Source: an optimization exercise on an open RTL-to-GDS flow (aim: small area). Production flows keep margins and buffers that such runs may drop.
Function was checked by simulation only, so behaviour that the tests miss may differ from the original.
The clock port is modelled as an ideal driver, which makes a skipped or thinned clock tree look cheaper than it is; a real chip needs a root buffer or a tree.
Power is estimated from default activity; no workload was simulated.

## TopModule
module TopModule(
	input CLK1,
	input RST,
	output [7:0] HEX0,
	output [7:0] HEX1,
	output [7:0] HEX2,
	output [7:0] HEX3,
	output [7:0] HEX4,
	output [7:0] HEX5,
	input [1:0] BTN,
	output [9:0] LED,
	input [9:0] SW
	);
	wire [4:0] ca;
	m_prescale p_chat(CLK1, RST, ca);
	wire ca0 = ~|ca;
	wire increment_button, reset_button;
	wire is_second_editing, is_minute_editing, is_hour_editing;
	wire sample;
	m_chattering_filter f_inc(CLK1, RST, sample, ~BTN[0], increment_button);
	m_chattering_filter f_res(CLK1, RST, sample, ~BTN[1], reset_button);
	m_chattering_filter f_sec(CLK1, RST, sample, SW[0], is_second_editing);
	m_chattering_filter f_min(CLK1, RST, sample, SW[1], is_minute_editing);
	m_chattering_filter f_hour(CLK1, RST, sample, SW[2], is_hour_editing);
	wire is_editing = is_second_editing | is_minute_editing | is_hour_editing;
	reg [9:0] cb;
	wire cb_en = (&ca) & ~is_editing;
	always @(posedge CLK1) begin
		if(RST) cb <= 10'd0;
		else if(cb_en) cb <= {cb[9] ^ (&cb[8:0]), cb[8] ^ (&cb[7:0]), cb[7] ^ (&cb[6:0]), cb[6] ^ (&cb[5:0]),
			cb[5] ^ (&cb[4:0]), cb[4] ^ (&cb[3:0]), cb[3] ^ (&cb[2:0]), cb[2] ^ (&cb[1:0]), cb[1] ^ cb[0], ~cb[0]};
	end
	wire clock_1hz = ca0 & ~is_editing & ~|cb;
	wire [6:0] s1, m1, h1;
	wire [2:0] s10, m10, h10;
	wire second_last, minute_last, hour_last;
	wire second_countup, minute_countup, hour_countup;
  ...
For scale: roughly 260 cells after synthesis.
export LEC_CHECK = 0
export CAP_MARGIN = 20
export CORE_MARGIN = 2
export CORE_UTILIZATION = 40
export SLEW_MARGIN = 20
create_clock -name core_clock -period 20.0 [get_ports {CLK1}]
standard.sh (not shown) runs the stock make flow with config.mk's settings and CLKGATE_MAP_FILE= SYNTH_SCRIPT=/design/flow/synth_recipe.tcl, a recipe that flattens the netlist after the stock synthesis.
==> flow/flow/run.sh <==
#!/bin/bash
# Own layout flow: the standard synthesis script, with no half/full adder
# cells and no cell above the smallest drive, then the standard ORFS steps with
# area-oriented settings (smallest port buffers, cells downsized after
# floorplan, a small clock tree without dummy loads).
set -euo pipefail

# the platform's don't-use cells and every cell above the smallest drive
DONT_USE=$(tr '\n' ' ' < flow/dont_use.txt)

# The standard flow's synthesis script, with ABC mapping for area (flow/abc_override.tcl)
cat flow/abc_override.tcl synth_recipe.tcl > area_synth.tcl
AREA_ABC_SCRIPT=$PWD/flow/area.script bash standard.sh \
  "SYNTH_SCRIPT=$PWD/area_synth.tcl" \
  "DONT_USE_CELLS=$DONT_USE sky130_fd_sc_hd__ha_1 sky130_fd_sc_hd__fa_1" \
  "MIN_BUF_CELL_AND_PORTS=sky130_fd_sc_hd__buf_1 A X" \
  synth > synth.log 2>&1

bash standard.sh \
  "DONT_USE_CELLS=$DONT_USE" \
  "REMOVE_ABC_BUFFERS=1" \
  "SKIP_REPAIR_TIE_FANOUT=1" \
  "BUFFER_PORTS_ARGS=-buffer_cell sky130_fd_sc_hd__buf_1" \
  "CTS_ARGS=$(cat flow/cts_args.txt)" \
  "RECOVER_POWER=100" \
  "POST_CTS_TCL=$PWD/flow/clock_split.tcl" "CLOCK_SPLIT_COUNT=4" "CLOCK_SPLIT_CELL=sky130_fd_sc_hd__buf_4" \
  "POST_FLOORPLAN_TCL=$PWD/flow/downsize.tcl" \
  finish > finish.log 2>&1
==> flow/flow/area.script <==
strash
&get -n
&deepsyn -T 20
&dch -f
&nf -R 1000 -p
&put
topo
==> flow/flow/clock_split.tcl <==
# After CTS: rebuild the clock tree as CLOCK_SPLIT_COUNT buffers of type
# CLOCK_SPLIT_CELL, each driven by the clock port and driving the flip-flops of
# one part of the core (sinks halved alternately by x and y), placed at the middle of
# its sinks. The buffers CTS made are removed.
set block [ord::get_db_block]
set db [ord::get_db]
set clk [$block findNet CLK1]
set k $::env(CLOCK_SPLIT_COUNT)
set master [$db findMaster $::env(CLOCK_SPLIT_CELL)]

# collect the flip-flop clock pins below the port through the CTS buffers
set sinks {}
set bufs {}
set todo [list $clk]
while {[llength $todo]} {
  set n [lindex $todo 0]
  set todo [lrange $todo 1 end]
  foreach it [$n getITerms] {
    set inst [$it getInst]
    if {[string match "*clkbuf*" [[$inst getMaster] getName]] && [$it getIoType] eq "INPUT"} {
      lappend bufs $inst
      lappend todo [[$inst findITerm X] getNet]
    } elseif {[$it getIoType] eq "INPUT"} {
      lappend sinks $it
    }
  }
}
foreach b $bufs {
  set n [[$b findITerm X] getNet]
  foreach it [$n getITerms] { $it disconnect }
  foreach it [$b getITerms] { if {[$it getNet] ne "NULL"} { $it disconnect } }
  odb::dbInst_destroy $b
  if {$n ne $clk} { odb::dbNet_destroy $n }
}
foreach it $sinks { if {[$it getNet] ne "NULL"} { $it disconnect } }

# groups by recursive halving, alternately by x and by y
proc split_groups {items k axis} {
  if {$k <= 1} { return [list $items] }
  set keyed {}
  foreach it $items { lappend keyed [list [lindex [[$it getInst] getLocation] $axis] $it] }
  set keyed [lsort -integer -index 0 $keyed]
  set n [llength $keyed]
  set k1 [expr {$k / 2}]
  set cut [expr {$n * $k1 / $k}]
  set a {}; set b {}
  for {set i 0} {$i < $n} {incr i} {
    if {$i < $cut} { lappend a [lindex [lindex $keyed $i] 1] } else { lappend b [lindex [lindex $keyed $i] 1] }
  }
  return [concat [split_groups $a $k1 [expr {1 - $axis}]] [split_groups $b [expr {$k - $k1}] [expr {1 - $axis}]]]
}
set g 0
foreach group [split_groups $sinks $k 0] {
  set buf [odb::dbInst_create $block $master "clkbuf_split_$g"]
  set net [odb::dbNet_create $block "clknet_split_$g"]
  $net setSigType CLOCK
  [$buf findITerm A] connect $clk
  [$buf findITerm X] connect $net
  set sx 0; set sy 0
  foreach it $group {
    $it connect $net
    set loc [[$it getInst] getLocation]
    incr sx [lindex $loc 0]; incr sy [lindex $loc 1]
  }
  set m [llength $group]
  $buf setLocation [expr {$sx / $m}] [expr {$sy / $m}]
  $buf setPlacementStatus PLACED
  puts "clock_split: $::env(CLOCK_SPLIT_CELL) clkbuf_split_$g drives $m sinks"
  incr g
}
detailed_placement
estimate_parasitics -placement
Other scripts of this flow, unchanged in this note and not shown: flow/flow/abc_override.tcl, flow/flow/cts_args.txt, flow/flow/dont_use.txt, flow/flow/downsize.tcl
The first run ran to the end with no violations.
Change:
==> flow/flow/area.script (replaced) <==
strash
&get -n
&deepsyn -T 20
&put
dch -f
amap
topo
Via count came out higher by a few percent.
Cell area is lower slightly.
Sequential power goes down by a few percent.
Change:
--- a/flow/flow/clock_split.tcl
+++ b/flow/flow/clock_split.tcl
@@ -3 +3 @@
-# one part of the core (sinks halved alternately by x and y), placed at the middle of
+# one vertical strip of the core (sinks sorted by x), placed at the middle of
@@ -37,17 +37,8 @@
-# groups by recursive halving, alternately by x and by y
-proc split_groups {items k axis} {
-  if {$k <= 1} { return [list $items] }
-  set keyed {}
-  foreach it $items { lappend keyed [list [lindex [[$it getInst] getLocation] $axis] $it] }
-  set keyed [lsort -integer -index 0 $keyed]
-  set n [llength $keyed]
-  set k1 [expr {$k / 2}]
-  set cut [expr {$n * $k1 / $k}]
-  set a {}; set b {}
-  for {set i 0} {$i < $n} {incr i} {
-    if {$i < $cut} { lappend a [lindex [lindex $keyed $i] 1] } else { lappend b [lindex [lindex $keyed $i] 1] }
-  }
-  return [concat [split_groups $a $k1 [expr {1 - $axis}]] [split_groups $b [expr {$k - $k1}] [expr {1 - $axis}]]]
-}
-set g 0
-foreach group [split_groups $sinks $k 0] {
+# strips by x
+set keyed {}
+foreach it $sinks { lappend keyed [list [lindex [[$it getInst] getLocation] 0] $it] }
+set keyed [lsort -integer -index 0 $keyed]
+set n [llength $keyed]
+for {set g 0} {$g < $k} {incr g} {
+  set lo [expr {$g * $n / $k}]
+  set hi [expr {($g + 1) * $n / $k}]
@@ -60 +51,2 @@
-  foreach it $group {
+  for {set i $lo} {$i < $hi} {incr i} {
+    set it [lindex [lindex $keyed $i] 1]
@@ -65 +57 @@
-  set m [llength $group]
+  set m [expr {$hi - $lo}]
@@ -69 +60,0 @@
-  incr g
Effect: Hold slack hardly moves; first-iteration DRC count climbs by 9.1%; design area does not change; total power barely changes; synthesized area does not change; final cell count stays the same; clock power hardly moves; routed wire length is about the same; core utilization stays the same.
No run of this note takes its clock network from TritonCTS; it comes from the design's own scripts or RTL.

## separate check: timing with driven ports
How much do the figures lean on ideal ports? The routed layouts below were timed once more, with nothing changed but the port constraints. Step 1 (the two cells are an assumption about what drives the block):
set clk [get_ports {CLK1}]
set_driving_cell -lib_cell sky130_fd_sc_hd__clkbuf_16 $clk
set_driving_cell -lib_cell sky130_fd_sc_hd__buf_2 [delete_from_list [all_inputs] $clk]
Step 2 times the ports against the registers' clock, not the clock port: input delays grow and output delays shrink by t, the midpoint of the rising clock arrivals with the driver on. Three values: no drivers, after step 1, after step 2; two values: the first two.
run | t, ns | setup slack, ns | hold WS [ns] | clock arrival spread, ns
the first run | 0.185 | 14.219 / 14.242 / 14.056 | 0.475 / 0.475 / 0.475 | 0.010 / 0.009
the second run | 0.190 | 14.644 / 14.597 / 14.542 | 0.450 / 0.451 / 0.451 | 0.012 / 0.011
the third run | 0.185 | 14.656 / 14.614 / 14.542 | 0.450 / 0.450 / 0.450 | 0.018 / 0.019
After both steps setup and hold are still met in every run listed. The setup slack of the first run, which loses most, moves by +0.023 ns with the drivers and by -0.163 ns with both steps.
